What follows belongs to an exercise in optimizing a design on an open flow for small area; a production flow would make more cautious choices.
RTL that was checked went through simulation tests only; none was proved equivalent to the original.
Power and IR drop assume default switching activity.

==> module AluDiv, before the edit <==
module AluDiv(input [7:0] A, input [7:0] B, output [7:0] Q);
  wire [7:0] nB = ~B;
  wire [7:0] rem [0:8];
  assign rem[8] = 8'd0;
  genvar i, j;
  generate for (i = 7; i >= 0; i = i - 1) begin : dv
    localparam W = 8 - i;
    localparam INV = (W % 2 == 0);    
    wire ai = INV ? ~A[i] : A[i];
    wire [W-1:0] x;
    if (W == 1) assign x = ai; else assign x = {rem[i+1][W-2:0], ai};
    wire [7:0] bb = INV ? B : nB;
    wire [W:0] c;
    wire [W-1:0] df;
    for (j = 0; j < W; j = j + 1) begin : b
      if (j == 0) begin : h
        if (INV) begin : n
          DivHalfI u(.x(x[0]), .b(bb[0]), .s(df[0]), .co(c[1]));
        end else begin : p
          DivHalfT u(.x(x[0]), .b(B[0]), .s(df[0]), .co(c[1]));
        end
      end else if (W == 8) begin : k
        DivCarry u(.x(x[j]), .nb(bb[j]), .ci(c[j]), .co(c[j+1]));
      end else begin : f
        DivCell u(.x(x[j]), .nb(bb[j]), .ci(c[j]), .s(df[j]), .co(c[j+1]));
      end
    end
    wire hz;
    if (W == 8) assign hz = 1'b1; else assign hz = ~|B[7:W];
    assign Q[i] = hz & (INV ? ~c[W] : c[W]);
    if (W == 8) assign rem[i] = 8'd0;
    else begin : rs
      wire [W-1:0] rn;
      for (j = 0; j < W; j = j + 1) begin : m
        DivMux u(.a(x[j]), .b(df[j]), .s(Q[i]), .o(rn[j]));
      end
      assign rem[i] = {{(8-W){1'b0}}, rn};
    end
  end endgenerate
endmodule
==> module DivCell, before the edit <==
module DivCell(input x, input nb, input ci, output s, output co);
  assign {co, s} = x + nb + ci;
endmodule
==> module DivHalfT, before the edit <==
module DivHalfT(input x, input b, output s, output co);
  assign s = x ^ b;
  assign co = x | ~b;
endmodule
==> module DivHalfI, before the edit <==
module DivHalfI(input x, input b, output s, output co);
  assign s = x ^ b;
  assign co = x & b;
endmodule
==> module DivCarry, before the edit <==
module DivCarry(input x, input nb, input ci, output co);
  assign co = (x & nb) | (x & ci) | (nb & ci);
endmodule
==> module DivMux, before the edit <==
module DivMux(input a, input b, input s, output o);
  assign o = !(s ? b : a);
endmodule
Settings: LEC_CHECK=0, CAP_MARGIN=0, CORE_MARGIN=2, CORE_UTILIZATION=65, PLACE_DENSITY=0.8, SLEW_MARGIN=0, SYNTH_HIERARCHICAL=1, SYNTH_MINIMUM_KEEP_SIZE=0; clock period 20.0 ns.
standard.sh (not shown) runs the stock make flow with config.mk's settings and CLKGATE_MAP_FILE= SYNTH_SCRIPT=/design/flow/synth_recipe.tcl, a recipe that flattens the netlist after the stock synthesis.
==> flow/flow/run.sh <==
#!/bin/bash
# Standard ORFS layout with smaller port buffers, smaller clock buffers and
# no CTS dummy loads.
set -euo pipefail
export BUFFER_PORTS_ARGS="-buffer_cell sky130_fd_sc_hd__buf_1"
export CTS_ARGS="-sink_clustering_enable -repair_clock_nets -dont_use_dummy_load -buf_list sky130_fd_sc_hd__clkbuf_4 -sink_clustering_size 10 -sink_clustering_max_diameter 35"
bash standard.sh > standard.log 2>&1
The baseline finished clean.
Then changed:
--- a/flow/design.v
+++ b/flow/design.v
@@ -355,63 +355,28 @@
   end endgenerate
   assign P = row[7];
 endmodule
 module AluDiv(input [7:0] A, input [7:0] B, output [7:0] Q);
-  wire [7:0] nB = ~B;
   wire [7:0] rem [0:8];
   assign rem[8] = 8'd0;
   genvar i, j;
   generate for (i = 7; i >= 0; i = i - 1) begin : dv
     localparam W = 8 - i;
-    localparam INV = (W % 2 == 0);    
-    wire ai = INV ? ~A[i] : A[i];
     wire [W-1:0] x;
-    if (W == 1) assign x = ai; else assign x = {rem[i+1][W-2:0], ai};
-    wire [7:0] bb = INV ? B : nB;
-    wire [W:0] c;
+    if (W == 1) assign x = A[i]; else assign x = {rem[i+1][W-2:0], A[i]};
+    wire [W:0] bw;
     wire [W-1:0] df;
+    assign bw[0] = 1'b0;
     for (j = 0; j < W; j = j + 1) begin : b
-      if (j == 0) begin : h
-        if (INV) begin : n
-          DivHalfI u(.x(x[0]), .b(bb[0]), .s(df[0]), .co(c[1]));
-        end else begin : p
-          DivHalfT u(.x(x[0]), .b(B[0]), .s(df[0]), .co(c[1]));
-        end
-      end else if (W == 8) begin : k
-        DivCarry u(.x(x[j]), .nb(bb[j]), .ci(c[j]), .co(c[j+1]));
-      end else begin : f
-        DivCell u(.x(x[j]), .nb(bb[j]), .ci(c[j]), .s(df[j]), .co(c[j+1]));
-      end
+      assign df[j] = x[j] ^ B[j] ^ bw[j];
+      assign bw[j+1] = (~x[j] & B[j]) | (~(x[j] ^ B[j]) & bw[j]);
     end
     wire hz;
     if (W == 8) assign hz = 1'b1; else assign hz = ~|B[7:W];
-    assign Q[i] = hz & (INV ? ~c[W] : c[W]);
-    if (W == 8) assign rem[i] = 8'd0;
-    else begin : rs
-      wire [W-1:0] rn;
-      for (j = 0; j < W; j = j + 1) begin : m
-        DivMux u(.a(x[j]), .b(df[j]), .s(Q[i]), .o(rn[j]));
-      end
-      assign rem[i] = {{(8-W){1'b0}}, rn};
-    end
+    assign Q[i] = hz & ~bw[W];
+    wire [W-1:0] rn = Q[i] ? df : x;
+    if (W == 8) assign rem[i] = rn; else assign rem[i] = {{(8-W){1'b0}}, rn};
   end endgenerate
 endmodule
-module DivCell(input x, input nb, input ci, output s, output co);
-  assign {co, s} = x + nb + ci;
-endmodule
-module DivHalfT(input x, input b, output s, output co);
-  assign s = x ^ b;
-  assign co = x | ~b;
-endmodule
-module DivHalfI(input x, input b, output s, output co);
-  assign s = x ^ b;
-  assign co = x & b;
-endmodule
-module DivCarry(input x, input nb, input ci, output co);
-  assign co = (x & nb) | (x & ci) | (nb & ci);
-endmodule
-module DivMux(input a, input b, input s, output o);
-  assign o = !(s ? b : a);
-endmodule
 module SrcBit(input [8:0] m, input [8:0] s, output o);
 assign o = |(m & s);
 endmodule
The new run completed without violations. Power rose by roughly a tenth. Clock skew rose by 37 ps. Flip-flop and latch count stays the same. Maximum frequency rose by a few percent. Routed wire length fell slightly.
Only the layout flow was run in the second run of this note; the RTL was not checked for function there.

separate check: timing with driven ports:
In the flow no input, the clock included, has a driving cell. The finished layouts below were timed again as built, in two steps. Step 1, drivers: a clkbuf_16 drives Clk and a buf_2 each remaining input, both assumed. Step 2 times the ports against the registers' clock, not the clock port: input delays grow and output delays shrink by t, the midpoint of the rising clock arrivals with the driver on. a / b / c = ideal ports / drivers / drivers and shift; a / b = the first two.
| run | t (ns) | setup WS [ns] | cell pins on the clock port's net |
|---|---|---|---|
| the first run | 0.649 | 1.135 / 1.135 / 1.135 | 1 |
| the second run | 0.651 | 1.561 / 1.561 / 1.561 | 1 |
After both steps every run listed still meets setup and hold.
